What follows belongs to an exercise in optimizing a design on an open flow for small area, a short achievable clock period and few clock cycles; a production flow would make more cautious choices. The RTL was checked by simulation tests, not by an equivalence proof against the original design.

==> design/flow/design.v <==
`timescale 1ns / 1ps
module Viterbi(
		input wire clock,
		input wire reset,
		input wire enable,
		input wire [1:0] Vinput,
		output reg outputValid,
		output reg Voutput
    );
	parameter N = 96;
	localparam NC = N - 6;        
	localparam [63:0] LAB = {2'd3,2'd2,2'd0,2'd1,2'd0,2'd1,2'd3,2'd2,
	                         2'd3,2'd2,2'd0,2'd1,2'd0,2'd1,2'd3,2'd2,
	                         2'd1,2'd0,2'd2,2'd3,2'd2,2'd3,2'd1,2'd0,
	                         2'd1,2'd0,2'd2,2'd3,2'd2,2'd3,2'd1,2'd0};  
	reg rst_q, en_q;
	reg [1:0] vin_q;
	always @(posedge clock)
	begin
		rst_q <= reset;
		en_q <= enable;
		vin_q <= Vinput;
	end
	reg [7:0] cnt;                
	reg [5*64-1:0] sm;            
	reg [5:0] min;
	reg [64*NC-1:0] surv;         
	wire step = en_q & (cnt < N);
	wire full = (cnt >= 6);       
	integer i, j, k;
	reg [1:0] bmL [0:3];
	reg [4:0] D, Do;
	reg [1:0] x, y;
	reg s0, s1;
	reg [63:0] sel;
	reg [4:0] best [0:63];
	reg [4:0] base0, base1;
	always @*
	begin
		for(i = 0; i < 4; i = i + 1)
			bmL[i] = (i[1] ^ vin_q[1]) + (i[0] ^ vin_q[0]);
		for(j = 0; j < 32; j = j + 1)
		begin
			x = bmL[LAB[2*j +: 2]];
			y = 2'd2 - x;
			D = sm[(j+32)*5 +: 5] - sm[j*5 +: 5];
			Do = D ^ 5'b10000;
			case(x)
				2'd0: begin s0 = (Do <= 5'd14); s1 = (Do <= 5'd18); end
				2'd1: begin s0 = (Do <= 5'd16); s1 = s0; end
				default: begin s0 = (Do <= 5'd18); s1 = (Do <= 5'd14); end
			endcase
			s0 = s0 & full;
			s1 = s1 & full;
			sel[2*j] = s0;
			sel[2*j+1] = s1;
			base0 = s0 ? sm[(j+32)*5 +: 5] : sm[j*5 +: 5];
			base1 = s1 ? sm[(j+32)*5 +: 5] : sm[j*5 +: 5];
			best[2*j] = base0 + (s0 ? y : x);
			best[2*j+1] = base1 + (s1 ? x : y);
		end
	end
	reg [4:0] M;
	reg [4:0] dM;
	reg [63:0] lt;
	reg [5:0] minNext;
	always @*
	begin
		M = sm[min*5 +: 5];
		for(i = 0; i < 64; i = i + 1)
		begin
			dM = best[i] - M;
			lt[i] = dM[4];
			if(lt[i])
				M = sm[i*5 +: 5];
		end
	end
	reg [63:0] any1;
	reg [5:0] idx1 [0:63];
	always @*
	begin
		for(i = 0; i < 64; i = i + 1)
		begin
			any1[i] = lt[i];
			idx1[i] = 6'd0;
		end
		for(k = 1; k < 64; k = k * 2)
			for(i = 0; i < 64; i = i + 2*k)
			begin
				idx1[i] = any1[i+k] ? (idx1[i+k] | k) : idx1[i];
				any1[i] = any1[i] | any1[i+k];
			end
		minNext = any1[0] ? idx1[0] : min;
	end
	reg [5:0] S;
	reg [N-1:0] tb;
	reg [63:0] col;
	reg [31:0] h5;
	reg [15:0] h4;
	reg [7:0] h3;
	reg [3:0] h2;
	reg [1:0] h1;
	always @*
	begin
		S = min;
		for(i = 0; i < 6; i = i + 1)
			tb[N-1-i] = min[i];
		for(k = N - 1; k >= 6; k = k - 1)
		begin
			col = surv[(k-6)*64 +: 64];
			for(i = 0; i < 32; i = i + 1) h5[i] = S[0] ? col[2*i+1] : col[2*i];
			for(i = 0; i < 16; i = i + 1) h4[i] = S[1] ? h5[2*i+1] : h5[2*i];
			for(i = 0; i < 8; i = i + 1) h3[i] = S[2] ? h4[2*i+1] : h4[2*i];
			for(i = 0; i < 4; i = i + 1) h2[i] = S[3] ? h3[2*i+1] : h3[2*i];
			for(i = 0; i < 2; i = i + 1) h1[i] = S[4] ? h2[2*i+1] : h2[2*i];
			tb[k-6] = S[5] ? h1[1] : h1[0];
			S = {tb[k-6], S[5:1]};
		end
	end
	always @(posedge clock)
	begin
		if(step)
		begin
			for(i = 0; i < 64; i = i + 1)
				sm[i*5 +: 5] <= best[i];
			if(full)
			begin
				surv <= {sel, surv[64*NC-1:64]};
				min <= minNext;
			end
		end
		if(rst_q)
		begin
			cnt <= 8'd0;
			min <= 6'd0;
			sm[4:0] <= 5'd0;      
		end
		else if(step || (cnt >= N && cnt < 2 * N + 1))
			cnt <= cnt + 8'd1;
	end
	wire [7:0] oidx = cnt - 8'd96;
	always @(posedge clock)
	begin
		if(reset || rst_q)
			outputValid <= 1'b0;
		else
			outputValid <= (cnt >= N) && (cnt < 2 * N);
		Voutput <= tb[oidx[6:0]];
	end
endmodule
==> design/flow/run.sh <==
#!/bin/bash
# synth_recipe.tcl (not shown) runs the flow's synth.tcl, then flattens the netlist and writes it again
# the make line also repeats each setting of config.mk as NAME=value (left out here)
make -C /OpenROAD-flow-scripts/flow DESIGN_CONFIG=/design/flow/config.mk WORK_HOME=/design/flow/orfs CLKGATE_MAP_FILE= SYNTH_SCRIPT=/design/flow/synth_recipe.tcl finish
==> design/flow/config.mk <==
export PLATFORM = sky130hd
export DESIGN_NAME = Viterbi
export DESIGN_NICKNAME = Viterbi
export VERILOG_FILES = /design/flow/design.v
export SDC_FILE = /design/flow/constraint.sdc
export NUM_CORES = 4
export LEC_CHECK = 0
export CAP_MARGIN = 20
export CORE_MARGIN = 2
export CORE_UTILIZATION = 30
export PLACE_DENSITY = 0.5
export SLEW_MARGIN = 20
==> design/flow/constraint.sdc <==
create_clock -name core_clock -period 500.0 [get_ports {clock}]
set_input_delay 100.0000 -clock core_clock [delete_from_list [all_inputs] [get_ports {clock}]]
set_output_delay 100.0000 -clock core_clock [all_outputs]
set_load 0.01 [all_outputs]
==> notes.md <==
status=complete, no violations; vias in the first global route=146672; Critical Path Source=sm[2]; gp weighted congestion=roughly 0.89; core area=between 900000 and 1000000 sq um; critical path launch point type=register; Crit path top cell by count=ha_1; clock sinks=6100; Cells on Worst Hold Path=0; antenna viol nets, final=0; GRT Residual Overflow=0; share of post-route cells with drive strength above 1=0.232; critical path capture point type=register; path type of the worst setup path=reg2reg; Slowest-stage cell, CP=xnor2_1; Finish-stage setup viols=0; Die H=between 900 and 1000 um; CP arrival=approximately 120 ns; clock transition at the registers of the reported paths=around 0.060 ns; HPWL Detailed=around 480000 um; most frequent cell after synthesis=edfxtp_1; die width=965 um; Post-synth EDFFs=between 6000 and 7000; final hold violations=0; latest clock arrival within the worst-skew pair=about 1.1 ns; total clock buffers created by CTS=around 700; GRT Util Overall=0.146; initial antenna violation count=36; synthesis-stage register bit count=slightly above 6000; io pins=7; CTS Buffer Depth=5; Hold Path End=surv[2638]; period utilisation layout=0.236; TritonRoute pass-1 iters=6; f_max=between 8 and 9 MHz; Synth Flop Type=edfxtp_1; Area Growth Syn to Fin=12.1%; setup ws final=between 300 and 400 ns; die area=just over 900000 sq um; HP Class=reg2reg; post-cts gate resize count=0; first-pass GRT wire length=1020000 um; final non-filler cell total=roughly 28000; Max Cap Viol=0; sequential fraction of the synthesis area=0.660; initial core utilization=0.301; Worst EP required=roughly 500 ns; syn_nets=around 16000; Inst Count DP=27221; ys async rst share=0; Synth top area share=0.659; CTS HTree Levels=6; postcts setup bufs=0; Critical R2R Launch=sm[2]; Syn Inst Count=approximately 15000; count of different cell masters after synthesis=196; Worst Path Max Fanout=17; syn avg cell area=roughly 18 sq um; pin count of the biggest net entering global routing=between 200 and 250; RSZ-0062 raised after global routing=false; CTS tree=built; Final nets=16146; setup TNS=0 ns; routed len/inst=around 25 um; synthesized area=between 200000 and 300000 sq um; number of synthesis warnings=4; Root Driver=clkbuf_16; Slew @ Worst Pin=~1.2 ns; CP max stage delay=between 0.8 and 0.9 ns; initial DRC count=between 10000 and 15000; clk_skew=0.104 ns; beginning of the worst hold path=surv[2702]; post-synth top area cell=edfxtp_1; fin crit period=118.22 ns; vias per inst=~5.0; row cnt=approximately 350; top cells by area, synth=edfxtp_1 (66%), mux4_2 (12%), mux2i_1 (2.7%); Post-Place Setup Slack=roughly 380 ns; max-slew violations=0; normalized max-slew margin=0.206; reg2reg end=min[2]; port buffer count=6; Detailed Route WL=about 700000 um; drc violations=0; commonest cells in the netlist=edfxtp_1 (6075), mux4_2 (1518), nand2_1 (930); hold_buf cts=0; FF-to-FF path depth=between 400 and 500; routed vias=between 100k and 150k; R2R setup slack=381.78 ns
sequential cells by signal, indices dropped and copies added (netlist names):
signal	flops
en_q	1
Voutput	1
min	6
cnt	8
outputValid	1
rst_q	1
sm	320
vin_q	2
surv	5760
through the flow:
stage | area [sq um] | utilization | hold slack [ns]
2_1_floorplan | 277000 | - | 0.417
3_3_place_gp | 289000 | 0.314 | 0.422
3_5_place_dp | 289000 | 0.314 | 0.426
4_1_cts | 310000 | 0.337 | 0.373
5_1_grt | 310000 | 0.338 | 0.381
6_report | 310000 | 0.338 | 0.359
worst max-delay path: cells and delay by family, from the launching register on:
family                     cells  cell delay [ns]
AOI/OAI and AO/OA            182            42.55
and+or+nand+nor              136            28.51
adders and majority gates     65            21.38
xor gates and xnor gates      30            13.11
muxes                         33             9.16
buffers and inverters         28             2.77
DFF                            1             0.58
placed cells by master, fill, tap and decap left out, types with 38 or more instances in the layout:
cell | Yosys | final
edfxtp_1 | 6075 | 6075
mux4_2 | 1518 | 1519
nand2_1 | 930 | 930
mux2i_1 | 759 | 751
clkbuf_16 | 0 | 706
o21ai_0 | 629 | 629
a21oi_1 | 502 | 499
inv_1 | 485 | 481
nor2_1 | 408 | 407
mux2_2 | 376 | 376
ha_1 | 338 | 330
buf_4 | 25 | 295
xnor2_1 | 254 | 253
clkinv_1 | 15 | 181
xor2_1 | 155 | 155
clkbuf_1 | 141 | 131
nand3_1 | 110 | 109
nor3_1 | 105 | 105
clkinv_2 | 0 | 104
a21o_1 | 99 | 99
a211oi_1 | 99 | 99
fa_1 | 96 | 96
maj3_1 | 88 | 88
mux2i_4 | 47 | 84
nor2b_1 | 60 | 60
o31ai_1 | 54 | 54
nor3b_1 | 51 | 51
mux4_1 | 49 | 47
o211ai_1 | 46 | 46
or2_2 | 44 | 44
bufinv_16 | 0 | 43
nand4_1 | 41 | 41
o21a_1 | 38 | 38
o41ai_1 | 38 | 38
worst max path at each step:
stage,end,slack [ns],cells past startpoint
2_1_floorplan,min[0],230.59,15
3_3_place_gp,min[0],384.00,478
3_5_place_dp,min[2],383.58,475
4_1_cts,min[2],383.05,475
5_1_grt,min[3],372.78,481
6_report,min[2],381.78,474
routing by layer:
layer	wire [um]	share of wire	up-vias	global-route usage
met1	315000	0.45	74805	0.204
met5	45	0.000064	-	0
met4	22700	0.033	6	0.0474
met2	324000	0.46	3421	0.231
met3	36000	0.052	1039	0.0268
li1	-	-	62981	-
cell type report:
cell class              instances  area, sq um
clock buffers                 837        18200
clock inverters               366         2940
fillers                     87176       609000
inverters                     505         1900
multi-input cells            8083        86500
repair buffers                321         2630
flip-flops and latches       6100       183000
diodes                         29         72.6
well taps                   12213        15300
logic make-up (layout without fill, tap and decap cells):
kind of cell / after synthesis / in the layout / share of synthesized area
flops: 6100 / 6100 / 0.660
compound gates: 2103 / 2103 / 0.0514
simple gates: 2161 / 2161 / 0.0388
other cells: 0 / 29 / 0
mux: 2833 / 2833 / 0.179
xor+xnor: 444 / 444 / 0.0153
buf+inv: 1146 / 2029 / 0.0288
fa+ha+maj: 542 / 542 / 0.0262
Testbench counts, summed over its fixed seeds: cycles 24,704.

## afterwards: timing with drivers on the ports
How much do the figures lean on ideal ports? The routed layout below was timed once more, with nothing changed but the port constraints. Step 1 sets driving cells, clkbuf_16 on the clock port and buf_2 on the other inputs (assumed; they add their load-dependent delay and slew). Step 2 times the ports against the registers' clock, not the clock port: input delays grow and output delays shrink by t, the midpoint of the rising clock arrivals with the driver on. a / b / c = no drivers / after step 1 / after step 2; a / b = the first two.
t (ns): 1.170
setup slack, ns: 381.784 / 381.784 / 381.784
slew at the worst register clock pin (ns): 0.07 / 0.07
After both steps setup and hold are still met in this run. The setup slack of this run moves by 0.000 ns with the drivers and by 0.000 ns with both steps.
